What follows belongs to an exercise in optimizing a design on an open flow for small area; a production flow would make more cautious choices. Only simulation tests tie the RTL to the original design; equivalence was not proved. Power figures rest on the tool's default switching activity, not on a simulated workload.

### flow/flow/run.sh
#!/bin/bash
# Standard layout (the standard.sh) with three changes:
#  - after floorplan every combinational cell is set to its smallest drive
#    strength (flow/downsize.tcl); the resizer upsizes only where needed;
#  - ports are buffered with buf_1 instead of the default buffer cell;
#  - the clock tree uses fewer, larger sink clusters driven by clkbuf_16 and no
#    dummy loads.
set -o pipefail
export POST_FLOORPLAN_TCL="$PWD/flow/downsize.tcl"
export BUFFER_PORTS_ARGS="-buffer_cell sky130_fd_sc_hd__buf_1"
export CTS_ARGS="-sink_clustering_enable -repair_clock_nets -dont_use_dummy_load -sink_clustering_size 30 -sink_clustering_max_diameter 60 -sink_clustering_buffer sky130_fd_sc_hd__clkbuf_16 -buf_list sky130_fd_sc_hd__clkbuf_16"
bash standard.sh finish > standard.log 2>&1
### flow/flow/downsize.tcl
# Swap every combinational cell to the smallest drive strength of its kind;
# the resizer later upsizes only where slew, capacitance or timing needs it.
set n_swapped 0
foreach inst [get_cells *] {
  set master [get_property $inst ref_name]
  if {![regexp {^(sky130_fd_sc_hd__[a-z0-9]+)_([0-9]+)$} $master -> base size]} { continue }
  if {[regexp {df|dl|edf|sdf|clk|tap|fill|decap|conb|diode} $base]} { continue }
  foreach s {0 1} {
    if {$s >= $size} { break }
    set cand [get_lib_cells -quiet */${base}_$s]
    if {[llength $cand] > 0 && [lsearch $::env(DONT_USE_CELLS) ${base}_$s] < 0} {
      replace_cell $inst [get_full_name [lindex $cand 0]]
      incr n_swapped
      break
    }
  }
}
puts "downsize: swapped $n_swapped cells"
### flow/standard.sh
#!/bin/bash
# synth_recipe.tcl (not shown) runs the flow's synth.tcl, then flattens the netlist and writes it again
# the make line also repeats each setting of config.mk as NAME=value (left out here)
make -C /OpenROAD-flow-scripts/flow DESIGN_CONFIG=/design/flow/config.mk WORK_HOME=/design/flow/orfs CLKGATE_MAP_FILE= SYNTH_SCRIPT=/design/flow/synth_recipe.tcl "${@:-finish}"
### flow/config.mk
export PLATFORM = sky130hd
export DESIGN_NAME = easy_fifo_sync
export DESIGN_NICKNAME = easy_fifo_sync
export VERILOG_FILES = /design/flow/design.v
export SDC_FILE = /design/flow/constraint.sdc
export NUM_CORES = 4
export LEC_CHECK = 0
export CAP_MARGIN = 20
export CORE_MARGIN = 2
export CORE_UTILIZATION = 40
export PLACE_DENSITY = 0.6
export SLEW_MARGIN = 20
export SYNTH_HIERARCHICAL = 1
export SYNTH_MINIMUM_KEEP_SIZE = 0
### flow/constraint.sdc
create_clock -name core_clock -period 6.0 [get_ports {clk}]
set_input_delay 1.2000 -clock core_clock [delete_from_list [all_inputs] [get_ports {clk}]]
set_output_delay 1.2000 -clock core_clock [all_outputs]
set_load 0.01 [all_outputs]
### flow/design.v
`timescale 1ns/1ps
module fifo_aoi222 (
	input logic a0, b0, a1, b1, a2, b2,
	output logic y
);
	assign y = ~((a0 & b0) | (a1 & b1) | (a2 & b2));
endmodule
module fifo_oai22 (
	input logic a0, b0, a1, b1,
	output logic y
);
	assign y = ~((a0 | b0) & (a1 | b1));
endmodule
module fifo_nor4 (
	input logic a, b, c, d,
	output logic y
);
	assign y = ~(a | b | c | d);
endmodule
module fifo_nor2 (
	input logic a, b,
	output logic y
);
	assign y = ~(a | b);
endmodule
module fifo_nand4 (
	input logic a, b, c, d,
	output logic y
);
	assign y = ~(a & b & c & d);
endmodule
module fifo_nand2 (
	input logic a, b,
	output logic y
);
	assign y = ~(a & b);
endmodule
module fifo_inv (
	input logic a,
	output logic y
);
	assign y = ~a;
endmodule
`timescale 1ns/1ps
module easy_fifo_sync #
(
    parameter int DWIDTH = 32,
    parameter int DEPTH = 64,
    parameter int INPUT_REG = 0,
    parameter int OUTPUT_REG = 0
)
(
    input logic rst,
    input logic clk,
    input logic [DWIDTH-1:0] wr_data,
    input logic wr_en,
    output logic wr_full,
    input logic rd_en,
    output logic [DWIDTH-1:0] rd_data,
    output logic rd_empty,
	output logic [$clog2(DEPTH):0] fifo_cnt
);
	localparam int AW = $clog2(DEPTH);    
	localparam int CW = AW + 1;            
	localparam int SEG = 4;                
	localparam int SW = $clog2(SEG);
	localparam int NSEG = DEPTH / SEG;     
	localparam int DL = SEG - 1;           
	localparam int TAPD = 5;               
	localparam int NTAP = (DEPTH + TAPD - 1) / TAPD;
	logic [DWIDTH-1:0] ring [DEPTH-1:0];
	logic [DWIDTH-1:0] dly [DL-1:0];
	logic [DL-1:0] dly_v;                  
	logic [AW-1:0] hp;                     
	logic [AW-1:0] tp;                     
	logic ring_empty;                      
	logic wr_prev, rd_prev;                
	logic [CW-1:0] held;
	logic wr_acc, rd_acc, rd_ring, rd_wait;
	logic [AW-1:0] ins_pos;
	logic can_ins, ins, take;
	logic [DL:0] head_sel;                 
	logic [NSEG-1:0] ins_seg;              
	logic [NSEG-1:0] ins_seg_n;
	logic [NTAP-1:0] tap_sel;              
	logic at_tap;                          
	logic [DWIDTH-1:0] src, src_n;         
	logic [DWIDTH-1:0] ring_d [NSEG-1:0];  
	assign held = fifo_cnt + CW'(wr_prev) - CW'(rd_prev);
	assign wr_full = held[CW-1];           
	assign wr_acc = wr_en & ~wr_full;
	always_comb begin
		logic found;
		head_sel = '0;
		found = 1'b0;
		for (int i = DL - 1; i >= 0; i--)
			if (dly_v[i] && !found) begin
				head_sel[i] = 1'b1;
				found = 1'b1;
			end
		head_sel[DL] = ~found;
	end
	assign rd_empty = ring_empty ? ~(|dly_v | wr_en) : ~at_tap;
	assign rd_acc = rd_en & ~rd_empty;
	assign rd_ring = rd_acc & ~ring_empty;
	assign rd_wait = rd_acc & ring_empty;
	always_comb begin
		at_tap = 1'b0;
		for (int j = 0; j < NTAP; j++)
			at_tap = at_tap | (hp == AW'(j * TAPD));
	end
	always_comb
		for (int j = 0; j < NTAP; j++)
			tap_sel[j] = ~ring_empty && hp == AW'(j * TAPD);
	assign ins_pos = ring_empty ? '0 : tp;
	assign can_ins = ins_pos[SW-1:0] == '0;
	assign ins = (|{wr_acc, dly_v}) & can_ins & ~rd_wait;
	assign take = ins | rd_wait;
	always_comb
		for (int k = 0; k < NSEG; k++)
			ins_seg[k] = ins && ins_pos[AW-1:SW] == (AW-SW)'(k);
	assign ins_seg_n = ~ins_seg;
	always_ff @(posedge clk) begin
		if (rst) begin
			ring_empty <= 1'b1;
			hp <= '0;
			tp <= '0;
			dly_v <= '0;
			fifo_cnt <= '0;
			wr_prev <= 1'b0;
			rd_prev <= 1'b0;
		end
		else begin
			ring_empty <= ring_empty ? ~ins : (rd_ring & ~ins & (hp == tp));
			hp <= ring_empty ? '0 : hp + {{(AW-1){1'b0}}, ~rd_ring};
			tp <= ins_pos + {{(AW-1){1'b0}}, ~ins};
			dly_v[0] <= wr_acc & ~(take & head_sel[DL]);
			for (int i = 1; i < DL; i++)
				dly_v[i] <= dly_v[i-1] & ~(take & head_sel[i-1]);
			fifo_cnt <= held;
			wr_prev <= wr_acc;
			rd_prev <= rd_acc;
		end
	end
	always_ff @(posedge clk) begin
		dly[0] <= wr_data;
		for (int i = 1; i < DL; i++)
			dly[i] <= dly[i-1];
	end
	always_ff @(posedge clk) begin
		for (int p = 0; p < DEPTH; p++)
			if (p % SEG == 0)
				ring[p] <= ring_d[p / SEG];
			else
				ring[p] <= ring[p-1];
	end
	for (genvar b = 0; b < DWIDTH; b++) begin : g_bit
		logic src_dly_n, src_in_n;
		fifo_aoi222 u_src0 (.a0(head_sel[2]), .b0(dly[2][b]), .a1(head_sel[1]), .b1(dly[1][b]),
			.a2(head_sel[0]), .b2(dly[0][b]), .y(src_dly_n));
		fifo_nand2 u_src1 (.a(head_sel[3]), .b(wr_data[b]), .y(src_in_n));
		fifo_nand2 u_src (.a(src_dly_n), .b(src_in_n), .y(src[b]));
		fifo_inv u_srcn (.a(src[b]), .y(src_n[b]));
		for (genvar k = 0; k < NSEG; k++) begin : g_ins
			fifo_oai22 u_ins (.a0(ins_seg[k]), .b0(ring[(k * SEG + DEPTH - 1) % DEPTH][b]),
				.a1(ins_seg_n[k]), .b1((k % 2 == 1) ? src[b] : src_n[b]), .y(ring_d[k][b]));
		end
		logic ev0, ev1, ev2, od0, od1, od2, od3, od_n;
		fifo_aoi222 u_ev0 (.a0(tap_sel[0]), .b0(ring[0][b]), .a1(tap_sel[2]), .b1(ring[10][b]),
			.a2(tap_sel[5]), .b2(ring[25][b]), .y(ev0));
		fifo_aoi222 u_ev1 (.a0(tap_sel[7]), .b0(ring[35][b]), .a1(tap_sel[8]), .b1(ring[40][b]),
			.a2(tap_sel[10]), .b2(ring[50][b]), .y(ev1));
		fifo_nand2 u_ev2 (.a(ring_empty), .b(src[b]), .y(ev2));
		fifo_oai22 u_od0 (.a0(~tap_sel[1]), .b0(ring[5][b]), .a1(~tap_sel[3]), .b1(ring[15][b]), .y(od0));
		fifo_oai22 u_od1 (.a0(~tap_sel[4]), .b0(ring[20][b]), .a1(~tap_sel[6]), .b1(ring[30][b]), .y(od1));
		fifo_oai22 u_od2 (.a0(~tap_sel[9]), .b0(ring[45][b]), .a1(~tap_sel[11]), .b1(ring[55][b]), .y(od2));
		fifo_nor2 u_od3 (.a(~tap_sel[12]), .b(ring[60][b]), .y(od3));
		fifo_nor4 u_od (.a(od0), .b(od1), .c(od2), .d(od3), .y(od_n));
		fifo_nand4 u_rd (.a(od_n), .b(ev0), .c(ev1), .d(ev2), .y(rd_data[b]));
	end
endmodule
==> results of run 1 <==
## state kept, by name, indices dropped and copies added, names as in the netlist
register,flops
fifo_cnt,7
ring_empty,1
dly,96
tp,6
wr_prev,1
ring,2048
rd_prev,1
hp,6
dly_v,3
## kinds of logic (layout without fill, tap and decap cells)
| family | Yosys count | after routing | share of synthesized area [%] |
|---|---|---|---|
| and+or+nand+nor | 334 | 334 | 3.61 |
| adders and majority gates | 12 | 12 | 0.311 |
| muxes | 3 | 3 | 0.0591 |
| buffers and inverters | 68 | 305 | 0.505 |
| DFF | 2169 | 2169 | 85.5 |
| xor gates and xnor gates | 19 | 19 | 0.328 |
| AOI/OAI and AO/OA | 726 | 726 | 9.66 |
| other | 0 | 2 | 0 |
## layer usage
metal	vias to the layer above	part of all wire, %	wire (µm)	track usage [%]
met5	-	0.012	16	0
met4	2	2.3	2990	5.11
met3	178	6.4	8310	3.61
met2	882	43	55300	28.9
met1	13800	48	62700	28.5
li1	12400	-	-	-
## cell type report
class,instances,area (µm²),share of cell area (%)
Tap cell,1650,2060,3.67
Sequential cell,2169,43400,77.1
Multi-Input combinational cell,1094,7120,12.6
Inverter,51,191,0.340
Timing Repair Buffer,147,831,1.48
Clock buffer,107,2680,4.75
Antenna cell,2,5.00,0.00889
## Yosys stat by module (local to each module, per instance)
module / cell area [µm²] / flip-flops and latches / cells inside / copies in the design
easy_fifo_sync: 44800 / 2169 / 2403 / 1
fifo_aoi222: 10.0 / 0 / 1 / 96
fifo_nor4: 12.5 / 0 / 1 / 32
fifo_nor2: 3.75 / 0 / 1 / 32
fifo_nand2: 3.75 / 0 / 1 / 96
fifo_oai22: 6.26 / 0 / 1 / 608
fifo_nand4: 6.26 / 0 / 1 / 32
fifo_inv: 3.75 / 0 / 1 / 32
## cells in the mapped netlist (all sizes together) (8+ instances only)
master  instances
a21oi           8
a222oi         96
clkbuf         15
dfxtp        2169
ha             11
inv            51
nand2         119
nand3          13
nand4          34
nor2           68
nor2b          10
nor3           13
nor4           36
o22ai         608
xnor2           8
xor2           11
## stage by stage
stage | worst slack [ns] | power [mW] | instances | hold slack, ns
after CTS | 0.764 | 28.9 | 5218 | 0.281
after floorplan | 0.777 | 20.3 | 3331 | 0.310
after global routing | 0.651 | 29.8 | 5218 | 0.276
after global placement | 1.27 | 21.6 | 5111 | 0.309
after detailed placement | 0.984 | 21.7 | 5111 | 0.312
final | 0.819 | 28.7 | 5220 | 0.278
## report_power, final
part | internal, mW | total, mW | switching, mW
Combinational | 0.900 | 2.16 | 1.26
Sequential | 18.0 | 19.3 | 1.29
Clock | 3.17 | 7.33 | 4.17
Total | 22.0 | 28.7 | 6.72
## final timing paths
kind / from / to / slack, ns
max: ring_empty / rd_data[4] / 0.82
min: ring[41][5] / ring[42][5] / 0.28
max reg2reg: wr_prev / ring[28][0] / 1.22
min reg2reg: ring[41][5] / ring[42][5] / 0.28
==> qor.yml, run 1 <==
yosys:
  synth.avg_cell_area_um2: 15.2
  synth_area_um2: 50800
  synth_edf_count: 0
  synthesis.nets: 3379
  yosys.area.top_type_share_pct: 85.5
  syn_inst: 3331
  async_flop_share_pct: 0
  synth-main-ff-cell: "dfxtp_1"
  synth_area_leaders: "dfxtp_1 (86%), o22ai_1 (7.5%), a222oi_1 (1.9%)"
  synth_area_leader_cell: "dfxtp_1"
  synth.distinct_cells: 45
  ys_warn_count: 12
  ys_seq_area_share_pct: 85.5
  yosys_register_bits: 2169
clock_network:
  cts.sinks: 2169
  post_cts_resized: 0
  cts_setup_buffers: 0
  cts_buffers: 107
  clk_path_buf_depth: 3
  holdBufCountCts: 0
  cts_tree: "yes"
  cts-htree-levels: 3
  clockRootBuffer: "clkbuf_16"
  clk-insertion-delay-late_ns: 0.73
  clk_pin_slew_worst_paths_ns: 0.10
placement:
  gp_congestion: 0.774
  portBuffers: 76
  hpwl_um: 75700
  post_dp_cell_area_um2: 53600
worst_setup_path:
  critPathMaxStageDelay_ns: 1.00
  critPathKind: "flip-flop to primary output"
  cp_slowest_cell: "dfxtp_4"
  crit_fanout: 53
  crit_path_frequent_cell: "nor2_1"
  crit_arrival_ns: 3.98
  start_kind: "flip-flop"
  endpoint_kind: "primary output"
  crit_family: "simple AND/OR/NAND/NOR gates"
  critPathBufInv: 2
  crit_required_ns: 4.80
  path_cells: "nor2_1, nand2_1, nor2_1, nand2_2, buf_4, o22ai_1, nor4_1, nand4_1, buf_1"
  path_depth: 9
  rr_worst_depth: 14
route:
  ant_nets: 0
  drcViolationCount: 0
  dr.first_iter.drc_count: 2918
  wire_per_inst_um: 24.8
  routed-via-count: 27200
  viasPerCell: 5.21
  firstDrtPassIters: 6
  wl_um: 129000
worst_hold_path:
  hold_path.class: "flip-flop to flip-flop"
  hold_depth: 0
flow_run:
  max_cap_viol_count: 0
cells_and_area:
  synthToLayoutAreaGrowth_pct: 10.9
  final_nets: 3618
  drive_above_1_share_pct: 6.36
  mostFrequentLayoutCell: "dfxtp_1"
  final_cell_mix: "dfxtp_1 (2,167), o22ai_1 (608), nand2_1 (107), clkbuf_16 (107), a222oi_1 (96)"
  final_util_pct: 44.8
  num-fill-cells: 11100
  final_area_um2: 56300
timing:
  hold_viol: 0
  max_freq_ghz: 0.193
  timing.final.crit_share_pct: 86.4
  grt_setup_unrepaired: "false"
  slew_viol_final: 0
  fin_crit_ns: 5.18
  fin_skew_ns: 0.105
  tns_ns: 0
  worst_pin_slew_ns: 1.22
  finalSetupViolCount: 0
  maxSlewHeadroom_pct: 18.8
floorplanning:
  io_pins: 77
  die_h_um: 360
  initial_utilization_pct: 40.4
  core-area_um2: 126000
  num_rows: 130
  dieArea_um2: 130000
  die_w_um: 360
pwr:
  vdd_drop_max_mv: 0.321
  power.density_nw_per_um2: 511
  leakagePower_nw: 21.9
global_routing:
  grt_max_degree: 54
  overflow: 0
  grt_pass1_wl_um: 182000
  grt_pass1_vias: 26200
  grt_use_total_pct: 19.3
  antenna_found_initial: 5
run_status:
  outcome: "no timing/DRC/antenna violations"
==> run 2: changes to the inputs <==
--- a/flow/config.mk
+++ b/flow/config.mk
@@ -9,4 +9,4 @@
 export CORE_MARGIN = 2
-export CORE_UTILIZATION = 40
-export PLACE_DENSITY = 0.6
+export CORE_UTILIZATION = 50
+export PLACE_DENSITY = 0.65
 export SLEW_MARGIN = 20
==> qor.yml, run 2 <==
run_status:
  outcome: "no timing/DRC/antenna violations"  # unchanged
route:
  viasPerCell: 5.57  # was 5.21
  ant_nets: 0  # unchanged
  drcViolationCount: 0  # unchanged
  routed-via-count: 27400  # was 27,200
  wire_per_inst_um: 25.9  # was 24.8 µm
  wl_um: 128000  # was 129,000 µm
  firstDrtPassIters: 9  # was 6
  dr.first_iter.drc_count: 2995  # was 2,918
timing:
  slew_viol_final: 0  # unchanged
  hold_viol: 0  # unchanged
  worst_pin_slew_ns: 1.06  # was 1.22 ns
  maxSlewHeadroom_pct: 29.1  # was 18.8%
  max_freq_ghz: 0.188  # was 0.193 GHz
  fin_crit_ns: 5.31  # was 5.18 ns
  timing.final.crit_share_pct: 88.5  # was 86.4%
  grt_setup_unrepaired: "false"  # unchanged
  tns_ns: 0  # unchanged
  finalSetupViolCount: 0  # unchanged
  fin_skew_ns: 0.0611  # was 0.105 ns
yosys:
  synth.avg_cell_area_um2: 15.2  # unchanged
  synth_area_leader_cell: "dfxtp_1"  # unchanged
  synth_area_um2: 50800  # unchanged
  synth.distinct_cells: 45  # unchanged
  yosys.area.top_type_share_pct: 85.5  # unchanged
  synth.most_common_cell: "dfxtp_1"  # unchanged
  synth_edf_count: 0  # unchanged
  synth-main-ff-cell: "dfxtp_1"  # unchanged
  synthesis.nets: 3379  # unchanged
  synth_common_cells: "dfxtp_1 (2,169), o22ai_1 (608), nand2_1 (119)"  # unchanged
  synth_area_leaders: "dfxtp_1 (86%), o22ai_1 (7.5%), a222oi_1 (1.9%)"  # unchanged
  syn_inst: 3331  # unchanged
  ys_warn_count: 12  # unchanged
  async_flop_share_pct: 0  # unchanged
  ys_seq_area_share_pct: 85.5  # unchanged
  yosys_register_bits: 2169  # unchanged
clock_network:
  holdBufCountCts: 0  # unchanged
  cts_tree: "yes"  # unchanged
  clk-insertion-delay-late_ns: 0.71  # was 0.73 ns
  post_cts_resized: 0  # unchanged
  cts.sinks: 2169  # unchanged
  clockRootBuffer: "clkbuf_16"  # unchanged
  clk_pin_slew_worst_paths_ns: 0.10  # about the same
  cts_buffers: 108  # was 107
  clk_path_buf_depth: 3  # unchanged
  cts-htree-levels: 3  # unchanged
  cts_setup_buffers: 0  # unchanged
worst_setup_path:
  startpoint: "ring_empty"  # unchanged
  crit_arrival_ns: 4.11  # was 3.98 ns
  cp_slowest_cell: "dfxtp_4"  # unchanged
  crit_required_ns: 4.80  # about the same
  path_cells: "nand2b_1, nor2_1, nand3_2, buf_4, o22ai_1, nor4_1, nand4_1, buf_1"  # was nor2_1, nand2_1, nor2_1, nand2_2, buf_4, o22ai_1, nor4_1, nand4_1, buf_1
  endpoint_kind: "primary output"  # unchanged
  start_kind: "flip-flop"  # unchanged
  crit_fanout: 53  # unchanged
  critPathMaxStageDelay_ns: 1.02  # was 1.00 ns
  critPathKind: "flip-flop to primary output"  # unchanged
  r2r_start: "wr_prev"  # unchanged
global_routing:
  grt_use_total_pct: 24.3  # was 19.3%
  overflow: 0  # unchanged
  grt_pass1_wl_um: 182000  # about the same
  antenna_found_initial: 0  # was 5
  grt_max_degree: 54  # unchanged
  grt_pass1_vias: 26700  # was 26,200
worst_hold_path:
  hold_path.class: "flip-flop to flip-flop"  # unchanged
  min_from: "ring[13][19]"  # was ring[41][5]
cells_and_area:
  largest_reg_flops: 2048  # unchanged
  mostFrequentLayoutCell: "dfxtp_1"  # unchanged
  num-fill-cells: 8149  # was 11,100
  final_area_um2: 56000  # was 56,300 µm²
  drive_above_1_share_pct: 6.15  # was 6.36%
  synthToLayoutAreaGrowth_pct: 10.3  # was 10.9%
  final_cell_mix: "dfxtp_1 (2,167), o22ai_1 (608), clkbuf_16 (108)"  # was dfxtp_1 (2,167), o22ai_1 (608), nand2_1 (107), clkbuf_16 (107), a222oi_1 (96)
  n_antenna_cell: 0  # was 2
  biggestRegsByFlops: "ring x2048, dly x96, fifo_cnt x7"  # unchanged
  largest-register: "ring"  # unchanged
  final_nets: 3611  # was 3,618
  final_util_pct: 55.7  # was 44.8%
floorplanning:
  core-area_um2: 100000  # was 126,000 µm²
  die_h_um: 323  # was 360 µm
  initial_utilization_pct: 50.6  # was 40.4%
  dieArea_um2: 104000  # was 130,000 µm²
  num_rows: 116  # was 130
  die_w_um: 323  # was 360 µm
  io_pins: 77  # unchanged
placement:
  gp_congestion: 0.776  # was 0.774
  hpwl_um: 72900  # was 75,700 µm
  portBuffers: 76  # unchanged
  post_dp_cell_area_um2: 53300  # was 53,600 µm²
pwr:
  power.density_nw_per_um2: 514  # was 511 nW/µm²
  pwr-share-seq_pct: 66.9  # was 67.0%
  p_clk_share_pct: 25.5  # about the same
  vdd_drop_max_mv: 0.261  # was 0.321 mV
  p_int_mw: 22.1  # was 22.0 mW
  combPwrFrac_pct: 7.5  # about the same
  leakagePower_nw: 21.8  # was 21.9 nW
  p_switching_mw: 6.70  # was 6.72 mW
  switching_share_pct: 23.3  # was 23.4%
flow_run:
  max_cap_viol_count: 0  # unchanged
==> run 2: power groups by stage <==
stage / Combinational (mW) / Clock (mW) / Sequential (mW)
6_report: 2.17 / 7.35 / 19.2
3_3_place_gp: 2.10 / 0 / 19.4
3_5_place_dp: 2.13 / 0 / 19.5
5_1_grt: 2.33 / 7.97 / 19.5
2_1_floorplan: 1.39 / 0 / 18.9
4_1_cts: 2.15 / 7.42 / 19.2
==> run 2: layout make-up <==
cell class / count / area (µm²) / area share, %
clock buffer: 108 / 2700 / 4.83
inverter: 51 / 191 / 0.342
multi-input combinational: 1094 / 7090 / 12.7
sequential: 2169 / 43400 / 77.6
tap: 1357 / 1700 / 3.03
timing repair buffer: 139 / 873 / 1.56
==> run 2: worst paths after layout <==
check / endpoint / slack (ns) / cells after the start
hold / removal: ring[14][19] / 0.27 / 0
hold reg to reg: ring[14][19] / 0.27 / 0
setup reg to reg: ring[60][26] / 1.39 / 14
setup / recovery: rd_data[8] / 0.69 / 8
==> run 2: cells by family after synthesis <==
family                   share of synthesized area (%)
adder cells (fa/ha/maj)                          0.311
flip-flops                                        85.5
AND/OR/NAND/NOR                                   3.61
XOR/XNOR                                         0.328
multiplexers                                    0.0591
AO/OA/AOI/OAI                                     9.66
buffers and inverters                            0.505
==> run 2: critical path: cells and delay by family, from the launching register on <==
family / cells / cell delay (ns)
DFF: 1 / 1.02
AOI/OAI and AO/OA: 1 / 0.12
buffers and inverters: 2 / 0.64
and+or+nand+nor: 5 / 1.60
==> run 2: metal layers <==
metal  GRT usage [%]  vias up  share of wire (%)
met1            34.6    13700                 45
met2            37.6     1053                 45
met5               0        -                  0
met3            4.46      235                7.1
met4            8.01        0                3.0
li1                -    12400                  -
==> run 2: per-module statistics from Yosys (local to each module, per instance) <==
module,cells,times used
fifo_nor2,1,32
fifo_nand2,1,96
easy_fifo_sync,2403,1
fifo_oai22,1,608
fifo_aoi222,1,96
fifo_inv,1,32
fifo_nor4,1,32
fifo_nand4,1,32
==> run 2: stage by stage <==
stage,worst slack (ns),hold slack (ns),power (mW),cells
2_1_floorplan,0.777,0.310,20.3,3331
5_1_grt,0.691,0.274,29.8,4918
6_report,0.689,0.266,28.8,4918
3_3_place_gp,1.45,0.310,21.5,4808
4_1_cts,0.785,0.268,28.8,4918
3_5_place_dp,1.44,0.312,21.6,4810
==> run 3: changes to the inputs <==
--- a/flow/config.mk
+++ b/flow/config.mk
@@ -9,4 +9,4 @@
 export CORE_MARGIN = 2
-export CORE_UTILIZATION = 50
-export PLACE_DENSITY = 0.65
+export CORE_UTILIZATION = 55
+export PLACE_DENSITY = 0.7
 export SLEW_MARGIN = 20
==> qor.yml, run 3 <==
run_status:
  outcome: "no timing/DRC/antenna violations"  # unchanged
floorplanning:
  io_pins: 77  # unchanged
  dieArea_um2: 94800  # was 104,000 µm²
  core-area_um2: 91500  # was 100,000 µm²
  initial_utilization_pct: 55.5  # was 50.6%
  die_h_um: 308  # was 323 µm
  die_w_um: 308  # was 323 µm
  num_rows: 111  # was 116
clock_network:
  cts-htree-levels: 3  # unchanged
  cts.sinks: 2169  # unchanged
  holdBufCountCts: 0  # unchanged
  cts_buffers: 100  # was 108
  post_cts_resized: 0  # unchanged
  clockRootBuffer: "clkbuf_16"  # unchanged
  clk-insertion-delay-late_ns: 0.71  # about the same
  clk_path_buf_depth: 3  # unchanged
  clk_pin_slew_worst_paths_ns: 0.10  # about the same
  cts_tree: "yes"  # unchanged
  cts_setup_buffers: 0  # unchanged
route:
  routed-via-count: 27000  # was 27,400
  wire_per_inst_um: 24.9  # was 25.9 µm
  ant_nets: 0  # unchanged
  drcViolationCount: 0  # unchanged
  dr.first_iter.drc_count: 2667  # was 2,995
  wl_um: 118000  # was 128,000 µm
  viasPerCell: 5.71  # was 5.57
  firstDrtPassIters: 7  # was 9
timing:
  worst_pin_slew_ns: 1.17  # was 1.06 ns
  tns_ns: 0  # unchanged
  slew_viol_final: 0  # unchanged
  timing.final.crit_share_pct: 87.1  # was 88.5%
  hold_viol: 0  # unchanged
  maxSlewHeadroom_pct: 22.1  # was 29.1%
  fin_crit_ns: 5.23  # was 5.31 ns
  finalSetupViolCount: 0  # unchanged
  max_freq_ghz: 0.191  # was 0.188 GHz
  grt_setup_unrepaired: "false"  # unchanged
  fin_skew_ns: 0.0808  # was 0.0611 ns
yosys:
  synth.most_common_cell: "dfxtp_1"  # unchanged
  synth_common_cells: "dfxtp_1 (2,169), o22ai_1 (608), nand2_1 (119)"  # unchanged
  synth.avg_cell_area_um2: 15.2  # unchanged
  synth_area_um2: 50800  # unchanged
  synth-main-ff-cell: "dfxtp_1"  # unchanged
  synthesis.nets: 3379  # unchanged
  synth_area_leader_cell: "dfxtp_1"  # unchanged
  yosys.area.top_type_share_pct: 85.5  # unchanged
  synth_edf_count: 0  # unchanged
  ys_warn_count: 12  # unchanged
  async_flop_share_pct: 0  # unchanged
  ys_seq_area_share_pct: 85.5  # unchanged
  synth.distinct_cells: 45  # unchanged
  syn_inst: 3331  # unchanged
  yosys_register_bits: 2169  # unchanged
  synth_area_leaders: "dfxtp_1 (86%), o22ai_1 (7.5%), a222oi_1 (1.9%)"  # unchanged
worst_setup_path:
  crit_fanout: 29  # was 53
  critPathKind: "flip-flop to primary output"  # unchanged
  crit_required_ns: 4.80  # about the same
  cp_slowest_cell: "or2_2"  # was dfxtp_4
  crit_path_frequent_cell: "buf_4"
  crit_arrival_ns: 4.03  # was 4.11 ns
  endpoint_kind: "primary output"  # unchanged
  path_cells: "buf_4, or2_2, buf_4, o22ai_1, nor4_1, nand4_1, buf_1"  # was nand2b_1, nor2_1, nand3_2, buf_4, o22ai_1, nor4_1, nand4_1, buf_1
  startpoint: "ring_empty"  # unchanged
  critPathMaxStageDelay_ns: 0.86  # was 1.02 ns
  start_kind: "flip-flop"  # unchanged
  r2r_start: "wr_prev"  # unchanged
placement:
  portBuffers: 76  # unchanged
  gp_congestion: 0.824  # was 0.776
  hpwl_um: 70900  # was 72,900 µm
  post_dp_cell_area_um2: 52900  # was 53,300 µm²
global_routing:
  grt_pass1_wl_um: 169000  # was 182,000 µm
  grt_use_total_pct: 24.4  # was 24.3%
  overflow: 0  # unchanged
  grt_pass1_vias: 25700  # was 26,700
  antenna_found_initial: 2  # was 0
  grt_max_degree: 33  # was 54
worst_hold_path:
  min_from: "ring[41][17]"  # was ring[13][19]
  hold_path.class: "flip-flop to flip-flop"  # unchanged
cells_and_area:
  largest_reg_flops: 2048  # unchanged
  mostFrequentLayoutCell: "dfxtp_1"  # unchanged
  largest-register: "ring"  # unchanged
  synthToLayoutAreaGrowth_pct: 9.17  # was 10.3%
  biggestRegsByFlops: "ring x2048, dly x96, fifo_cnt x7"  # unchanged
  final_nets: 3595  # was 3,611
  drive_above_1_share_pct: 5.73  # was 6.15%
  final_area_um2: 55400  # was 56,000 µm²
  final_cell_mix: "dfxtp_1 (2,167), o22ai_1 (608), nand2_1 (107)"  # was dfxtp_1 (2,167), o22ai_1 (608), clkbuf_16 (108)
  num-fill-cells: 6798  # was 8,149
pwr:
  vdd_drop_max_mv: 0.253  # was 0.261 mV
  leakagePower_nw: 21.7  # was 21.8 nW
  power.density_nw_per_um2: 512  # was 514 nW/µm²
flow_run:
  max_cap_viol_count: 0  # unchanged
## run 3: cell types whose count changed in the layout (fill, tap and decap cells not counted)
cell / delta
buf_12: -3
buf_16: -2
buf_4: -3
clkbuf_16: -8
dfxtp_2: +1
dfxtp_4: -1
diode_2: +1
## run 3: cell type report
cell class	count	area (µm²)	share of cell area, %
diodes	1	2.50	0.00451
clock buffers	100	2500	4.51
inverters	51	191	0.345
multi-input cells	1094	7090	12.8
flip-flops and latches	2169	43400	78.3
well taps	1186	1480	2.68
repair buffers	131	736	1.33
## run 3: report_power, final
| part | leakage [nW] | total, mW | internal, mW | switching, mW |
|---|---|---|---|---|
| Sequential | 18.2 | 19.2 | 18.0 | 1.24 |
| Combinational | 2.22 | 2.14 | 0.891 | 1.25 |
| Clock | 1.23 | 7.03 | 2.97 | 4.05 |
| Total | 21.7 | 28.4 | 21.8 | 6.55 |
## run 3: Yosys stat by module (local to each module, per instance), excerpt
module / times used / cells inside / area [µm²]
fifo_nand2: 96 / 1 / 3.75
fifo_oai22: 608 / 1 / 6.26
fifo_nor2: 32 / 1 / 3.75
fifo_nor4: 32 / 1 / 12.5
easy_fifo_sync: 1 / 2403 / 44800
fifo_inv: 32 / 1 / 3.75
fifo_aoi222: 96 / 1 / 10.0
## run 3: logic make-up after synthesis
logic type               Yosys count  share of synthesized area (%)
AND/OR/NAND/NOR                  334                           3.61
buffers and inverters             68                          0.505
multiplexers                       3                         0.0591
adder cells (fa/ha/maj)           12                          0.311
AO/OA/AOI/OAI                    726                           9.66
XOR/XNOR                          19                          0.328
flip-flops                      2169                           85.5
## run 3: path summary, 6_finish.rpt
path	depth (start not counted)	end	slack, ns
min reg2reg	0	ring[42][17]	0.28
min	0	ring[42][17]	0.28
max reg2reg	14	ring[16][22]	1.46
max	7	rd_data[7]	0.77
## run 3: routing by layer
metal  track usage (%)  share of wire (%)
met1              34.9                 45
met2              38.3                 45
met3              4.12                7.1
met4              7.31                2.7
met5                 0              0.014
## run 3: stage by stage
stage	setup WS, ns	power, mW	hold WS, ns	instances	utilization, %
after floorplan	0.777	20.3	0.310	3331	-
after global placement	1.50	21.4	0.310	4631	57.8
after detailed placement	1.51	21.6	0.312	4631	57.8
after CTS	0.852	28.4	0.266	4731	60.6
after global routing	0.745	29.4	0.266	4731	60.6
final	0.775	28.4	0.275	4732	60.6
## run 3: critical path, delay by kind of cell (launching register included)
family          cells  cell delay [ns]
simple gates        3             1.37
buf+inv             3             1.05
compound gates      1             0.08
flops               1             0.85
==> run 4: changes to the inputs <==
==> flow/design.v (replaced) <==
`timescale 1ns/1ps
module fifo_aoi222 (
	input logic a0, b0, a1, b1, a2, b2,
	output logic y
);
	assign y = ~((a0 & b0) | (a1 & b1) | (a2 & b2));
endmodule
module fifo_oai22 (
	input logic a0, b0, a1, b1,
	output logic y
);
	assign y = ~((a0 | b0) & (a1 | b1));
endmodule
module fifo_nor4 (
	input logic a, b, c, d,
	output logic y
);
	assign y = ~(a | b | c | d);
endmodule
module fifo_nand4 (
	input logic a, b, c, d,
	output logic y
);
	assign y = ~(a & b & c & d);
endmodule
module fifo_nand2 (
	input logic a, b,
	output logic y
);
	assign y = ~(a & b);
endmodule
module fifo_inv (
	input logic a,
	output logic y
);
	assign y = ~a;
endmodule
module fifo_oa22 (
	input logic a0, b0, a1, b1,
	output logic y
);
	assign y = (a0 | b0) & (a1 | b1);
endmodule
`timescale 1ns/1ps
module easy_fifo_sync #
(
    parameter int DWIDTH = 32,
    parameter int DEPTH = 64,
    parameter int INPUT_REG = 0,
    parameter int OUTPUT_REG = 0
)
(
    input logic rst,
    input logic clk,
    input logic [DWIDTH-1:0] wr_data,
    input logic wr_en,
    output logic wr_full,
    input logic rd_en,
    output logic [DWIDTH-1:0] rd_data,
    output logic rd_empty,
	output logic [$clog2(DEPTH):0] fifo_cnt
);
	localparam int CW = $clog2(DEPTH) + 1;  
	localparam int NBUF = 3;                
	localparam int RING = DEPTH - NBUF;     
	localparam int AW = $clog2(RING);       
	localparam int SEG = 4;                 
	localparam int NSEG = (RING + SEG - 1) / SEG;  
	localparam int LAST = RING - 1;         
	logic [DWIDTH-1:0] ring [RING-1:0];
	logic [DWIDTH-1:0] buf_w [NBUF-1:0];
	logic [AW-1:0] hp;                      
	logic [AW-1:0] tp;                      
	logic [1:0] bc;                         
	logic wr_prev, rd_prev;                 
	logic [CW-1:0] held;
	logic ring_empty, ring_full, from_buf, at_tap;
	logic wr_acc, rd_acc, rd_ring, rd_wait;
	logic [AW-1:0] ins_pos;
	logic can_ins, ins, take, store;
	logic [AW-1:0] hp_inc, ins_pos_inc;     
	logic store_n;
	logic [NBUF-1:0] buf_sel;               
	logic [NSEG-1:0] ins_seg;               
	logic [NSEG-1:0] ins_seg_n;
	logic [NSEG-1:0] tap_sel;               
	logic [DWIDTH-1:0] src, src_n;          
	logic [DWIDTH-1:0] ring_d [NSEG-1:0];   
	assign held = fifo_cnt + CW'(wr_prev) - CW'(rd_prev);
	assign wr_full = held[CW-1];            
	assign wr_acc = wr_en & ~wr_full;
	assign ring_empty = held == CW'(bc);
	assign ring_full = held == CW'(RING) + CW'(bc);
	assign from_buf = bc != '0;
	assign at_tap = (hp[1:0] == 2'b11) | (hp == AW'(LAST));
	always_comb
		for (int k = 0; k < NSEG; k++)
			tap_sel[k] = ~ring_empty && hp == ((k == 0) ? AW'(LAST) : AW'(k * SEG - 1));
	assign rd_empty = ring_empty ? ~(from_buf | wr_en) : ~at_tap;
	assign rd_acc = rd_en & ~rd_empty;
	assign rd_ring = rd_acc & ~ring_empty;
	assign rd_wait = rd_acc & ring_empty;
	assign ins_pos = ring_empty ? AW'(LAST) : tp;
	assign hp_inc = (hp == AW'(LAST)) ? '0 : hp + 1'b1;
	assign ins_pos_inc = (ins_pos == AW'(LAST)) ? '0 : ins_pos + 1'b1;
	assign can_ins = (ins_pos[1:0] == 2'b00) & (~ring_full | rd_ring);
	assign ins = (from_buf | wr_acc) & can_ins & ~rd_wait;
	assign take = ins | rd_wait;
	always_comb
		for (int k = 0; k < NSEG; k++)
			ins_seg[k] = ins && ins_pos[AW-1:2] == (AW-2)'(k);
	assign ins_seg_n = ~ins_seg;
	assign store = wr_acc & ~(take & ~from_buf);
	assign store_n = ~store;
	always_comb
		for (int i = 0; i < NBUF; i++)
			buf_sel[i] = bc == 2'(i + 1);
	always_ff @(posedge clk) begin
		if (rst) begin
			hp <= '0;
			tp <= '0;
			bc <= '0;
			fifo_cnt <= '0;
			wr_prev <= 1'b0;
			rd_prev <= 1'b0;
		end
		else begin
			hp <= ring_empty ? AW'(LAST) : (rd_ring ? hp : hp_inc);
			tp <= ins ? ins_pos : ins_pos_inc;
			bc <= bc + 2'(store) - 2'(take & from_buf);
			fifo_cnt <= held;
			wr_prev <= wr_acc;
			rd_prev <= rd_acc;
		end
	end
	always_ff @(posedge clk) begin
		for (int p = 0; p < RING; p++)
			if (p % SEG == 0)
				ring[p] <= ring_d[p / SEG];
			else
				ring[p] <= ring[p-1];
	end
	for (genvar b = 0; b < DWIDTH; b++) begin : g_bit
		for (genvar i = 0; i < NBUF; i++) begin : g_buf
			logic d;
			fifo_oa22 u_buf (.a0(store), .b0(buf_w[i][b]), .a1(store_n),
				.b1((i == 0) ? wr_data[b] : buf_w[(i == 0) ? 0 : i - 1][b]), .y(d));
			always_ff @(posedge clk)
				buf_w[i][b] <= d;
		end
		logic src_buf_n, src_in_n;
		fifo_aoi222 u_src0 (.a0(buf_sel[0]), .b0(buf_w[0][b]), .a1(buf_sel[1]), .b1(buf_w[1][b]),
			.a2(buf_sel[2]), .b2(buf_w[2][b]), .y(src_buf_n));
		fifo_nand2 u_src1 (.a(~from_buf), .b(wr_data[b]), .y(src_in_n));
		fifo_nand2 u_src (.a(src_buf_n), .b(src_in_n), .y(src[b]));
		fifo_inv u_srcn (.a(src[b]), .y(src_n[b]));
		for (genvar k = 0; k < NSEG; k++) begin : g_ins
			fifo_oai22 u_ins (.a0(ins_seg[k]), .b0(ring[(k * SEG + RING - 1) % RING][b]),
				.a1(ins_seg_n[k]), .b1((k % 2 == 1) ? src[b] : src_n[b]), .y(ring_d[k][b]));
		end
		logic ev0, ev1, ev2, od0, od1, od2, od3, od_n;
		fifo_aoi222 u_ev0 (.a0(tap_sel[1]), .b0(ring[3][b]), .a1(tap_sel[3]), .b1(ring[11][b]),
			.a2(tap_sel[5]), .b2(ring[19][b]), .y(ev0));
		fifo_aoi222 u_ev1 (.a0(tap_sel[7]), .b0(ring[27][b]), .a1(tap_sel[9]), .b1(ring[35][b]),
			.a2(tap_sel[11]), .b2(ring[43][b]), .y(ev1));
		fifo_aoi222 u_ev2 (.a0(tap_sel[13]), .b0(ring[51][b]), .a1(tap_sel[15]), .b1(ring[59][b]),
			.a2(ring_empty), .b2(src[b]), .y(ev2));
		fifo_oai22 u_od0 (.a0(~tap_sel[0]), .b0(ring[60][b]), .a1(~tap_sel[2]), .b1(ring[7][b]), .y(od0));
		fifo_oai22 u_od1 (.a0(~tap_sel[4]), .b0(ring[15][b]), .a1(~tap_sel[6]), .b1(ring[23][b]), .y(od1));
		fifo_oai22 u_od2 (.a0(~tap_sel[8]), .b0(ring[31][b]), .a1(~tap_sel[10]), .b1(ring[39][b]), .y(od2));
		fifo_oai22 u_od3 (.a0(~tap_sel[12]), .b0(ring[47][b]), .a1(~tap_sel[14]), .b1(ring[55][b]), .y(od3));
		fifo_nor4 u_od (.a(od0), .b(od1), .c(od2), .d(od3), .y(od_n));
		fifo_nand4 u_rd (.a(od_n), .b(ev0), .c(ev1), .d(ev2), .y(rd_data[b]));
	end
endmodule
==> qor.yml, run 4 <==
timing:
  grt_setup_unrepaired: "false"  # unchanged
  timing.final.crit_share_pct: 97.7  # was 87.1%
  fin_crit_ns: 5.86  # was 5.23 ns
  fin_hold_ws_ns: 0.273  # was 0.275 ns
  fin_skew_ns: 0.0823  # was 0.0808 ns
  slew_viol_final: 0  # unchanged
  max_freq_ghz: 0.171  # was 0.191 GHz
  finalWorstSetupSlack_ns: 0.136  # was 0.775 ns
  finalSetupViolCount: 0  # unchanged
  hold_viol: 0  # unchanged
  tns_ns: 0  # unchanged
  worst_pin_slew_ns: 0.860  # was 1.17 ns
  maxSlewHeadroom_pct: 42.7  # was 22.1%
cells_and_area:
  final_util_pct: 61.7  # was 60.6%
  final_nets: 3679  # was 3,595
  largest-register: "ring"  # unchanged
  synthToLayoutAreaGrowth_pct: 10.9  # was 9.17%
  largest_reg_flops: 1952  # was 2,048
  biggestRegsByFlops: "ring x1952, buf_w x96, fifo_cnt x7"  # was ring x2048, dly x96, fifo_cnt x7
  num-fill-cells: 6708  # was 6,798
  finalNonFillerCells: 4801  # was 4,732
  final_area_um2: 55600  # was 55,400 µm²
  drive_above_1_share_pct: 7.73  # was 5.73%
  final_cell_mix: "dfxtp_1 (2,071), o22ai_1 (640), a222oi_1 (128)"  # was dfxtp_1 (2,167), o22ai_1 (608), nand2_1 (107)
  mostFrequentLayoutCell: "dfxtp_1"  # unchanged
pwr:
  vdd_drop_max_mv: 0.577  # was 0.253 mV
  power.total_mw: 34.5  # was 28.4 mW
  leakagePower_nw: 21.9  # was 21.7 nW
  power.density_nw_per_um2: 620  # was 512 nW/µm²
placement:
  post_dp_cell_area_um2: 52800  # was 52,900 µm²
  gp_congestion: 0.825  # was 0.824
  portBuffers: 76  # unchanged
  hpwl_um: 76700  # was 70,900 µm
  pre_cts_ws_ns: 0.189  # was 1.51 ns
  dp.cells: 4688  # was 4,631
yosys:
  synth.distinct_cells: 59  # was 45
  synth.most_common_cell: "dfxtp_1"  # unchanged
  syn_inst: 3350  # was 3,331
  synth_edf_count: 0  # unchanged
  synth_area_leaders: "dfxtp_1 (83%), o22ai_1 (8.0%), a222oi_1 (2.6%)"  # was dfxtp_1 (86%), o22ai_1 (7.5%), a222oi_1 (1.9%)
  synthesis.nets: 3403  # was 3,379
  async_flop_share_pct: 0  # unchanged
  synth_common_cells: "dfxtp_1 (2,071), o22ai_1 (641), a222oi_1 (128)"  # was dfxtp_1 (2,169), o22ai_1 (608), nand2_1 (119)
  ys_seq_area_share_pct: 82.7  # was 85.5%
  synth_area_um2: 50100  # was 50,800 µm²
  yosys.area.top_type_share_pct: 82.7  # was 85.5%
  yosys_register_bits: 2071  # was 2,169
  ys_warn_count: 12  # unchanged
  synth-main-ff-cell: "dfxtp_1"  # unchanged
  synth_area_leader_cell: "dfxtp_1"  # unchanged
  synth.avg_cell_area_um2: 15.0  # was 15.2 µm²
clock_network:
  clk-insertion-delay-late_ns: 0.71  # about the same
  cts-htree-levels: 3  # unchanged
  holdBufCountCts: 0  # unchanged
  clockRootBuffer: "clkbuf_16"  # unchanged
  cts_tree: "yes"  # unchanged
  cts.sinks: 2071  # was 2,169
  cts_buffers: 101  # was 100
  clk_pin_slew_worst_paths_ns: 0.10  # about the same
  clk_path_buf_depth: 3  # unchanged
worst_setup_path:
  critPathMaxStageDelay_ns: 0.39  # was 0.86 ns
  crit_arrival_ns: 4.66  # was 4.03 ns
  critPathKind: "flip-flop to primary output"  # unchanged
  critPathBufInv: 6  # was 3
  endpoint_kind: "primary output"  # unchanged
  crit_fanout: 32  # was 29
  path_cells: "inv_1, ha_1, inv_1, ha_1, fa_2, a211oi_2, nor2_1, a31oi_2, and2_4, nand3_2, buf_6, inv_2, nor3_2, nand3_2, buf_12, o22ai_1, nor4_1, nand4_1, buf_1"  # was buf_4, or2_2, buf_4, o22ai_1, nor4_1, nand4_1, buf_1
  start_kind: "flip-flop"  # unchanged
  cp_slowest_cell: "fa_2"  # was or2_2
  crit_family: "simple AND/OR/NAND/NOR gates"  # unchanged
  crit_required_ns: 4.80  # about the same
global_routing:
  grt_pass1_vias: 28200  # was 25,700
  overflow: 0  # unchanged
  grt_max_degree: 97  # was 33
  antenna_found_initial: 2  # unchanged
  grt_pass1_wl_um: 191000  # was 169,000 µm
  grt_use_total_pct: 28.3  # was 24.4%
worst_hold_path:
  hold_path.class: "flip-flop to flip-flop"  # unchanged
route:
  drcViolationCount: 0  # unchanged
  wl_um: 136000  # was 118,000 µm
  firstDrtPassIters: 7  # unchanged
  dr.first_iter.drc_count: 3868  # was 2,667
  ant_nets: 0  # unchanged
  routed-via-count: 29600  # was 27,000
  wire_per_inst_um: 28.3  # was 24.9 µm
  viasPerCell: 6.17  # was 5.71
flow_run:
  max_cap_viol_count: 0  # unchanged
floorplanning:
  dieArea_um2: 93500  # was 94,800 µm²
  die_h_um: 306  # was 308 µm
  num_rows: 110  # was 111
  io_pins: 77  # unchanged
  die_w_um: 306  # was 308 µm
  initial_utilization_pct: 55.6  # was 55.5%
  core-area_um2: 90100  # was 91,500 µm²
run_status:
  outcome: "no timing/DRC/antenna violations"  # unchanged
## run 4: report_power, final
group          total (mW)  internal, mW  leakage [nW]  switching, mW
logic                6.51          2.37          3.41           4.13
registers            21.0          19.0          17.2           1.97
clock network        6.95          3.00          1.24           3.96
total                34.5          24.4          21.9           10.1
## run 4: routing by layer
metal / global-route usage, % / vias to the layer above / wire (µm)
li1: - / 12900 / -
met1: 39.3 / 14400 / 56300
met2: 42.7 / 1790 / 58700
met3: 6.39 / 448 / 14400
met4: 12.7 / 0 / 6680
met5: 0 / - / 0
## run 4: kinds of logic after synthesis
group	Yosys count	share of synthesized area, %
flip-flops	2071	82.7
AO/OA/AOI/OAI	914	12.9
AND/OR/NAND/NOR	260	3.13
buffers and inverters	77	0.582
adder cells (fa/ha/maj)	17	0.439
XOR/XNOR	8	0.140
multiplexers	3	0.0599
## run 4: timing repair
item	CTS	global route
cloned	1	1
resized for setup	14	14
pin swaps	5	9
setup buffers	6	3
setup endpoints to repair	32	32
## run 4: final cells by class
cell class | instances | area [µm²] | share of cell area, %
clock buffers | 101 | 2530 | 4.55
flip-flops and latches | 2071 | 41500 | 74.6
repair buffers | 185 | 1530 | 2.75
well taps | 1176 | 1470 | 2.65
diodes | 1 | 2.50 | 0.00450
inverters | 65 | 246 | 0.443
multi-input cells | 1202 | 8350 | 15.0
## run 4: path summary, 6_finish.rpt
kind | startpoint | end | slack (ns) | cells past startpoint
max reg2reg | wr_prev | ring[16][19] | 0.63 | 19
max | wr_prev | rd_data[31] | 0.14 | 19
min | ring[25][27] | ring[26][27] | 0.27 | 0
min reg2reg | ring[25][27] | ring[26][27] | 0.27 | 0
## run 4: modules after synthesis, one instance, submodules excluded, excerpt
module / cells / flops+latches / cell area, µm² / times used
fifo_nor4: 1 / 0 / 12.5 / 32
fifo_aoi222: 1 / 0 / 10.0 / 128
fifo_oa22: 1 / 0 / 8.76 / 96
fifo_oai22: 1 / 0 / 6.26 / 640
fifo_nand2: 1 / 0 / 3.75 / 64
fifo_inv: 1 / 0 / 3.75 / 32
## run 4: worst reg2reg max path, cell delays in order (launching register included)
cell and delay (ns):
dfxtp_1 0.31, inv_1 0.04, ha_1 0.26, inv_1 0.04, ha_1 0.21, fa_2 0.39, a211oi_2 0.22, nor2_1 0.12
a31oi_2 0.21, and2_4 0.19, nand3_2 0.16, buf_6 0.23, nand2_1 0.14, ha_1 0.19, a21bo_1 0.27, or4_1 0.64
nor2_1 0.50, nand2_2 0.64, buf_4 0.45, o22ai_1 0.12
==> run 5: changes to the inputs <==
--- a/flow/design.v
+++ b/flow/design.v
@@ -73,2 +73,3 @@
 	logic [AW-1:0] tp;                      
+	logic [AW-1:0] n;                       
 	logic [1:0] bc;                         
@@ -91,4 +92,4 @@
 	assign wr_acc = wr_en & ~wr_full;
-	assign ring_empty = held == CW'(bc);
-	assign ring_full = held == CW'(RING) + CW'(bc);
+	assign ring_empty = n == '0;
+	assign ring_full = n == AW'(RING);
 	assign from_buf = bc != '0;
@@ -119,2 +120,3 @@
 		if (rst) begin
+			n <= '0;
 			hp <= '0;
@@ -127,2 +129,3 @@
 		else begin
+			n <= n + AW'(ins) - AW'(rd_ring);
 			hp <= ring_empty ? AW'(LAST) : (rd_ring ? hp : hp_inc);
==> qor.yml, run 5 <==
run_status:
  outcome: "no timing/DRC/antenna violations"  # unchanged
global_routing:
  grt_use_total_pct: 26.4  # was 28.3%
  antenna_found_initial: 3  # was 2
  grt_pass1_wl_um: 182000  # was 191,000 µm
  overflow: 0  # unchanged
  grt_pass1_vias: 27600  # was 28,200
  grt_max_degree: 50  # was 97
placement:
  gp_congestion: 0.833  # was 0.825
  post_dp_cell_area_um2: 52700  # was 52,800 µm²
  hpwl_um: 77400  # was 76,700 µm
  portBuffers: 76  # unchanged
route:
  wl_um: 127000  # was 136,000 µm
  firstDrtPassIters: 9  # was 7
  routed-via-count: 29200  # was 29,600
  viasPerCell: 6.07  # was 6.17
  drcViolationCount: 0  # unchanged
  ant_nets: 0  # unchanged
  wire_per_inst_um: 26.5  # was 28.3 µm
  dr.first_iter.drc_count: 3561  # was 3,868
timing:
  worst_pin_slew_ns: 1.19  # was 0.860 ns
  fin_crit_ns: 5.42  # was 5.86 ns
  timing.final.crit_share_pct: 90.3  # was 97.7%
  maxSlewHeadroom_pct: 20.7  # was 42.7%
  slew_viol_final: 0  # unchanged
  max_freq_ghz: 0.184  # was 0.171 GHz
  tns_ns: 0  # unchanged
  hold_viol: 0  # unchanged
  fin_skew_ns: 0.111  # was 0.0823 ns
  finalSetupViolCount: 0  # unchanged
  grt_setup_unrepaired: "false"  # unchanged
cells_and_area:
  drive_above_1_share_pct: 6.45  # was 7.73%
  biggestRegsByFlops: "ring x1952, buf_w x96, fifo_cnt x7"  # unchanged
  largest_reg_flops: 1952  # unchanged
  largest-register: "ring"  # unchanged
  synthToLayoutAreaGrowth_pct: 9.50  # was 10.9%
  multiInputGateArea_um2: 8530  # was 8350 µm²
  seqCellArea_um2: 41600  # was 41,500 µm²
  mostFrequentLayoutCell: "dfxtp_1"  # unchanged
  num-fill-cells: 6876  # was 6,708
  final_cell_mix: "dfxtp_1 (2,077), o22ai_1 (640), a222oi_1 (128)"  # was dfxtp_1 (2,071), o22ai_1 (640), a222oi_1 (128)
  final_area_um2: 55200  # was 55,600 µm²
  final_nets: 3677  # was 3,679
pwr:
  vdd_drop_max_mv: 0.315  # was 0.577 mV
  p_int_mw: 24.7  # was 24.4 mW
  power.density_nw_per_um2: 627  # was 620 nW/µm²
  leakagePower_nw: 21.8  # was 21.9 nW
  combPwrFrac_pct: 17.8  # was 18.9%
  switching_share_pct: 28.7  # was 29.2%
  p_switching_mw: 9.96  # was 10.1 mW
  pwr-share-seq_pct: 62.5  # was 61.0%
  p_clk_share_pct: 19.7  # was 20.2%
yosys:
  synth_area_leader_cell: "dfxtp_1"  # unchanged
  synth_edf_count: 0  # unchanged
  synth-adder-area-share_pct: 0.650  # was 0.439%
  synth_compound_area_share_pct: 12.9  # about the same
  synth_xor_area_share_pct: 0.191  # was 0.140%
  synth.most_common_cell: "dfxtp_1"  # unchanged
  ys_seq_area_share_pct: 82.5  # was 82.7%
  syn_inst: 3373  # was 3,350
  yosys.area_share.simple_pct: 3.10  # was 3.13%
  synth_area_leaders: "dfxtp_1 (82%), o22ai_1 (7.9%), a222oi_1 (2.5%)"  # was dfxtp_1 (83%), o22ai_1 (8.0%), a222oi_1 (2.6%)
  synth-main-ff-cell: "dfxtp_1"  # unchanged
  yosys_register_bits: 2077  # was 2,071
  async_flop_share_pct: 0  # unchanged
  synthMuxAreaShare_pct: 0.104  # was 0.0599%
  synth.avg_cell_area_um2: 14.9  # was 15.0 µm²
  ys_warn_count: 12  # unchanged
  synth_common_cells: "dfxtp_1 (2,077), o22ai_1 (640), a222oi_1 (128)"  # was dfxtp_1 (2,071), o22ai_1 (641), a222oi_1 (128)
  synthesis.nets: 3434  # was 3,403
  synth_top_family_by_area: "compound AO/OA/AOI/OAI gates"  # unchanged
  synth.distinct_cells: 54  # was 59
  synth_area_um2: 50400  # was 50,100 µm²
  yosys.area.top_type_share_pct: 82.5  # was 82.7%
worst_setup_path:
  start_kind: "flip-flop"  # unchanged
  crit_fanout: 17  # was 32
  rr_worst_depth: 13  # was 19
  endpoint_kind: "primary output"  # unchanged
  critPathKind: "flip-flop to primary output"  # unchanged
  crit_required_ns: 4.80  # about the same
  crit_arrival_ns: 4.22  # was 4.66 ns
floorplanning:
  die_w_um: 307  # was 306 µm
  core-area_um2: 91200  # was 90,100 µm²
  num_rows: 111  # was 110
  initial_utilization_pct: 55.2  # was 55.6%
  dieArea_um2: 94100  # was 93,500 µm²
  io_pins: 77  # unchanged
  die_h_um: 307  # was 306 µm
clock_network:
  cts_setup_buffers: 0  # was 6
  holdBufCountCts: 0  # unchanged
  clk_pin_slew_worst_paths_ns: 0.10  # about the same
  cts-htree-levels: 3  # unchanged
  clockRootBuffer: "clkbuf_16"  # unchanged
  post_cts_resized: 0  # was 14
  clk_path_buf_depth: 3  # unchanged
  cts_tree: "yes"  # unchanged
  cts_buffers: 98  # was 101
  clk-insertion-delay-late_ns: 0.73  # was 0.71 ns
  cts.sinks: 2077  # was 2,071
flow_run:
  max_cap_viol_count: 0  # unchanged
worst_hold_path:
  hold_depth: 0  # unchanged
  hold_path.class: "flip-flop to flip-flop"  # unchanged
run 5: cell types whose count changed after synthesis, sizes merged, moves of 5 or more:
cell / delta
inv: -5
nand3: +10
nand2: -9
a31oi: -6
and3: +17
o21bai: +5
nor2: +10
nor3: -11
ha: +7
or3: -6
nor2b: +6
dfxtp: +6
o21ai: -6
run 5: final timing paths:
check / start / slack, ns / endpoint
worst max register to register: wr_prev / 1.11 / ring[8][29]
worst min register to register: ring[2][23] / 0.28 / ring[3][23]
worst max-delay path: n[2] / 0.58 / rd_data[8]
worst min-delay path: ring[2][23] / 0.28 / ring[3][23]
run 5: worst max-delay path, stage by stage (launching register included):
cell,delay [ns]
dfxtp_1,0.37
inv_1,0.07
ha_1,0.19
nand4bb_1,0.24
buf_4,0.24
inv_2,0.06
nor2_1,0.28
nand3_2,0.64
buf_4,0.50
o22ai_1,0.43
nor4_1,0.10
nand4_1,0.20
buf_1,0.21
run 5: final cells by class:
type	instances	share of cell area, %
clock buffers	98	4.44
well taps	1186	2.69
inverters	61	0.415
flip-flops and latches	2077	75.3
multi-input cells	1222	15.5
repair buffers	156	1.65
diodes	2	0.00907
run 5: power by group through the flow:
| stage | registers, mW | logic [mW] | clock network (mW) |
|---|---|---|---|
| 2_1_floorplan | 20.9 | 3.95 | 0 |
| 3_3_place_gp | 21.7 | 5.92 | 0 |
| 3_5_place_dp | 21.8 | 6.05 | 0 |
| 4_1_cts | 21.6 | 6.08 | 6.90 |
| 5_1_grt | 22.1 | 6.57 | 7.39 |
| 6_report | 21.6 | 6.17 | 6.83 |
run 5: cells by family after synthesis:
group / count (synthesis)
AOI/OAI and AO/OA: 913
DFF: 2077
xor gates and xnor gates: 11
buffers and inverters: 74
adders and majority gates: 25
muxes: 5
and+or+nand+nor: 268
run 5: routing by layer:
| layer | part of all wire, % | up-vias | track usage [%] | routed length (µm) |
|---|---|---|---|---|
| met5 | 0.11 | - | 0 | 138 |
| met4 | 4.1 | 2 | 11.0 | 5250 |
| met3 | 9.3 | 335 | 4.77 | 11900 |
| met2 | 43 | 1503 | 39.5 | 54700 |
| met1 | 43 | 14400 | 38.0 | 55300 |
| li1 | - | 13000 | - | - |
run 5: modules after synthesis, one instance, submodules excluded:
module,flops+latches,times used,area (µm²)
fifo_inv,0,32,3.75
fifo_nor4,0,32,12.5
fifo_oai22,0,640,6.26
easy_fifo_sync,2077,1,43300
fifo_aoi222,0,128,10.0
fifo_nand2,0,64,3.75
fifo_oa22,0,96,8.76
fifo_nand4,0,32,6.26
run 5: through the flow:
step	instances	util (%)	setup slack, ns	power, mW	hold WS, ns
2_1_floorplan	3373	-	0.947	24.9	0.310
3_3_place_gp	4702	57.8	1.28	27.6	0.309
3_5_place_dp	4702	57.8	1.19	27.9	0.312
4_1_cts	4800	60.5	0.619	34.6	0.279
5_1_grt	4800	60.5	0.466	36.1	0.279
6_report	4802	60.5	0.579	34.6	0.278
==> run 6: changes to the inputs <==
--- a/flow/design.v
+++ b/flow/design.v
@@ -74,2 +74,4 @@
 	logic [AW-1:0] n;                       
+	logic [AW-1:0] n_next;
+	logic ring_empty;                       
 	logic [1:0] bc;                         
@@ -77,3 +79,3 @@
 	logic [CW-1:0] held;
-	logic ring_empty, ring_full, from_buf, at_tap;
+	logic ring_full, from_buf, at_tap;
 	logic wr_acc, rd_acc, rd_ring, rd_wait;
@@ -92,3 +94,2 @@
 	assign wr_acc = wr_en & ~wr_full;
-	assign ring_empty = n == '0;
 	assign ring_full = n == AW'(RING);
@@ -109,2 +110,3 @@
 	assign take = ins | rd_wait;
+	assign n_next = n + AW'(ins) - AW'(rd_ring);
 	always_comb
@@ -121,2 +123,3 @@
 			n <= '0;
+			ring_empty <= 1'b1;
 			hp <= '0;
@@ -129,3 +132,4 @@
 		else begin
-			n <= n + AW'(ins) - AW'(rd_ring);
+			n <= n_next;
+			ring_empty <= n_next == '0;
 			hp <= ring_empty ? AW'(LAST) : (rd_ring ? hp : hp_inc);
==> qor.yml, run 6 <==
run_status:
  outcome: "no timing/DRC/antenna violations"  # unchanged
flow_run:
  max_cap_viol_count: 0  # unchanged
route:
  drcViolationCount: 0  # unchanged
  dr.first_iter.drc_count: 3666  # was 3,561
  wire_per_inst_um: 26.7  # was 26.5 µm
  firstDrtPassIters: 9  # unchanged
  routed-via-count: 29200  # about the same
  ant_nets: 0  # unchanged
  wl_um: 128000  # was 127,000 µm
  viasPerCell: 6.09  # was 6.07
yosys:
  synth_area_leader_cell: "dfxtp_1"  # unchanged
  async_flop_share_pct: 0  # unchanged
  synth_common_cells: "dfxtp_1 (2,078), o22ai_1 (641), a222oi_1 (128)"  # was dfxtp_1 (2,077), o22ai_1 (640), a222oi_1 (128)
  synth_area_leaders: "dfxtp_1 (82%), o22ai_1 (7.9%), a222oi_1 (2.5%)"  # unchanged
  synth.most_common_cell: "dfxtp_1"  # unchanged
  yosys_register_bits: 2078  # was 2,077
  synth_edf_count: 0  # unchanged
  ys_warn_count: 12  # unchanged
  synth.avg_cell_area_um2: 14.9  # about the same
  synth.distinct_cells: 63  # was 54
  ys_seq_area_share_pct: 82.5  # about the same
  synth-main-ff-cell: "dfxtp_1"  # unchanged
  yosys.area.top_type_share_pct: 82.5  # about the same
  syn_inst: 3379  # was 3,373
  synthesis.nets: 3438  # was 3,434
  synth_area_um2: 50400  # about the same
cells_and_area:
  multiInputGateArea_um2: 8410  # was 8530 µm²
  seqCellArea_um2: 41600  # about the same
  drive_above_1_share_pct: 6.23  # was 6.45%
  num-fill-cells: 6914  # was 6,876
  mostFrequentLayoutCell: "dfxtp_1"  # unchanged
  final_cell_mix: "dfxtp_1 (2,077), o22ai_1 (641), a222oi_1 (128)"  # was dfxtp_1 (2,077), o22ai_1 (640), a222oi_1 (128)
  biggestRegsByFlops: "ring x1952, buf_w x96, fifo_cnt x7"  # unchanged
  largest-register: "ring"  # unchanged
  n_antenna_cell: 0  # was 2
  largest_reg_flops: 1952  # unchanged
  synthToLayoutAreaGrowth_pct: 9.39  # was 9.50%
  final_nets: 3675  # was 3,677
global_routing:
  overflow: 0  # unchanged
  grt_max_degree: 75  # was 50
  grt_use_total_pct: 26.5  # was 26.4%
  grt_pass1_vias: 28000  # was 27,600
  antenna_found_initial: 1  # was 3
  grt_pass1_wl_um: 182000  # about the same
timing:
  grt_setup_unrepaired: "false"  # unchanged
  maxSlewHeadroom_pct: 21.2  # was 20.7%
  timing.final.crit_share_pct: 85.9  # was 90.3%
  hold_viol: 0  # unchanged
  fin_skew_ns: 0.124  # was 0.111 ns
  worst_pin_slew_ns: 1.18  # was 1.19 ns
  tns_ns: 0  # unchanged
  fin_crit_ns: 5.16  # was 5.42 ns
  slew_viol_final: 0  # unchanged
  max_freq_ghz: 0.194  # was 0.184 GHz
  finalSetupViolCount: 0  # unchanged
  finalWorstSetupSlack_ns: 0.843  # was 0.579 ns
floorplanning:
  core-area_um2: 91200  # unchanged
  dieArea_um2: 94200  # was 94,100 µm²
  initial_utilization_pct: 55.3  # was 55.2%
  die_w_um: 307  # about the same
  io_pins: 77  # unchanged
  num_rows: 111  # unchanged
  die_h_um: 307  # about the same
worst_hold_path:
  hold_depth: 0  # unchanged
  hold_path.class: "flip-flop to flip-flop"  # unchanged
  holdPathEnd: "ring[53][11]"  # was ring[3][23]
  min_from: "ring[52][11]"  # was ring[2][23]
clock_network:
  cts.sinks: 2078  # was 2,077
  clockRootBuffer: "clkbuf_16"  # unchanged
  cts_buffers: 104  # was 98
  holdBufCountCts: 0  # unchanged
  cts_setup_buffers: 0  # unchanged
  post_cts_resized: 0  # unchanged
  clk_path_buf_depth: 3  # unchanged
  cts_tree: "yes"  # unchanged
  clk_pin_slew_worst_paths_ns: 0.09  # was 0.10 ns
  clk-insertion-delay-late_ns: 0.73  # about the same
  cts-htree-levels: 3  # unchanged
worst_setup_path:
  r2r_end: "ring[52][11]"  # was ring[8][29]
  rr_worst_depth: 15  # was 13
  r2r_start: "wr_prev"  # unchanged
  crit_required_ns: 4.80  # about the same
  crit_fanout: 17  # unchanged
  critPathKind: "flip-flop to primary output"  # unchanged
  endpoint_kind: "primary output"  # unchanged
  timing.reg2reg.setup_slack_ns: 1.62  # was 1.11 ns
  crit_arrival_ns: 3.96  # was 4.22 ns
  start_kind: "flip-flop"  # unchanged
placement:
  gp_congestion: 0.835  # was 0.833
  pre_cts_ws_ns: 1.54  # was 1.19 ns
  hpwl_um: 73400  # was 77,400 µm
  portBuffers: 76  # unchanged
pwr:
  leakagePower_nw: 21.8  # about the same
  power.density_nw_per_um2: 623  # was 627 nW/µm²
  vdd_drop_max_mv: 0.413  # was 0.315 mV
## run 6: cell types whose count changed after synthesis, moves of 3 or more
cell / previous run / this run
or2_2: 3 / 0
and3_1: 22 / 6
and2_1: 2 / 9
o21ai_0: 7 / 3
nor2_1: 38 / 32
a21oi_1: 10 / 19
o21bai_1: 5 / 2
a221oi_1: 4 / 0
nand2_1: 82 / 92
buf_4: 0 / 4
nor3_1: 5 / 13
nand3_1: 23 / 13
o21ai_1: 1 / 4
mux2i_1: 3 / 0
## run 6: area by class of cell
type | instances | share of cell area [%]
clock buffers | 104 | 4.72
inverters | 64 | 0.440
multi-input cells | 1222 | 15.2
flip-flops and latches | 2078 | 75.4
well taps | 1186 | 2.69
repair buffers | 146 | 1.51
## run 6: Yosys stat by module (local to each module, per instance)
module          flip-flops and latches  cells  times used  cell area (µm²)
easy_fifo_sync                    2078   2355           1            43400
fifo_nor4                            0      1          32             12.5
fifo_aoi222                          0      1         128             10.0
fifo_oa22                            0      1          96             8.76
fifo_nand4                           0      1          32             6.26
fifo_oai22                           0      1         640             6.26
fifo_inv                             0      1          32             3.75
fifo_nand2                           0      1          64             3.75
## run 6: per-stage QoR
stage,area [µm²],hold WS [ns],cells,util (%),power [mW]
after floorplan,50400,0.310,3379,-,24.8
after detailed placement,52600,0.312,4696,57.6,27.5
final,55200,0.268,4800,60.5,34.4
after global placement,52600,0.310,4696,57.6,27.2
after CTS,55200,0.264,4800,60.5,34.4
after global routing,55200,0.272,4800,60.5,35.8
## run 6: how the worst max path moves through the flow
stage                    start     endpoint  slack, ns  depth (start not counted)
global placement    ring_empty  rd_data[28]       1.55                          8
detailed placement  ring_empty  rd_data[28]       1.54                          8
CTS                 ring_empty  rd_data[28]       0.87                          8
global route             hp[0]  rd_data[23]       0.79                         10
floorplan           ring_empty   rd_data[0]       0.87                          6
finish                   hp[0]  rd_data[18]       0.84                          9
## run 6: cells by family (layout without fill, tap and decap cells)
group	Yosys count	count (layout)	share of synthesized area, %
flops	2078	2078	82.5
compound gates	917	917	12.9
simple gates	268	268	3.18
buf+inv	79	314	0.623
fa+ha+maj	23	23	0.600
xor+xnor	12	12	0.208
mux	2	2	0.0496
## run 6: layer usage
| layer | vias to the layer above | track usage, % | wire length [µm] |
|---|---|---|---|
| met5 | - | 0.103 | 13 |
| met4 | 2 | 11.2 | 5580 |
| met3 | 352 | 5.19 | 12200 |
| met2 | 1567 | 39.2 | 54400 |
| met1 | 14400 | 38.2 | 55900 |
| li1 | 12900 | - | - |
## run 6: worst max-delay path, cell delays in order, from the launching register on
cell	delay, ns
dfxtp_1	0.37
ha_1	0.35
nand2_1	0.21
nor3_1	0.34
nand3_2	0.79
buf_4	0.53
o22ai_1	0.24
nor4_1	0.11
nand4_1	0.20
buf_1	0.18
## run 6: report_power, final
part	switching [mW]	leakage, nW	internal (mW)	total, mW
Combinational	3.51	3.11	2.15	5.66
Clock	3.94	1.28	3.08	7.02
Sequential	2.16	17.4	19.6	21.7
Total	9.60	21.8	24.8	34.4

what the ideal ports hide:
The results above use ideal ports. As a check the final layouts listed here were re-extracted and re-timed, cells and wires unchanged.
Step 1: set_driving_cell puts a clkbuf_16 on clk and a buf_2 on each other input, an assumption about the parent block.
Step 2 times the ports against the registers' clock, not the clock port: input delays grow and output delays shrink by t, the midpoint of the rising clock arrivals with the driver on.
a / b / c = ideal / step 1 / step 2; a / b = the first two.
run | t, ns | slack for setup (ns)
run 1 | 0.749 | 0.819 / 0.747 / 1.218
run 2 | 0.757 | 0.689 / 0.612 / 1.369
run 3 | 0.713 | 0.775 / 0.712 / 1.425
run 4 | 0.744 | 0.136 / 0.060 / 0.629
run 5 | 0.746 | 0.579 / 0.506 / 1.056
run 6 | 0.734 | 0.843 / 0.776 / 1.510
After both steps every run listed still meets setup and hold.
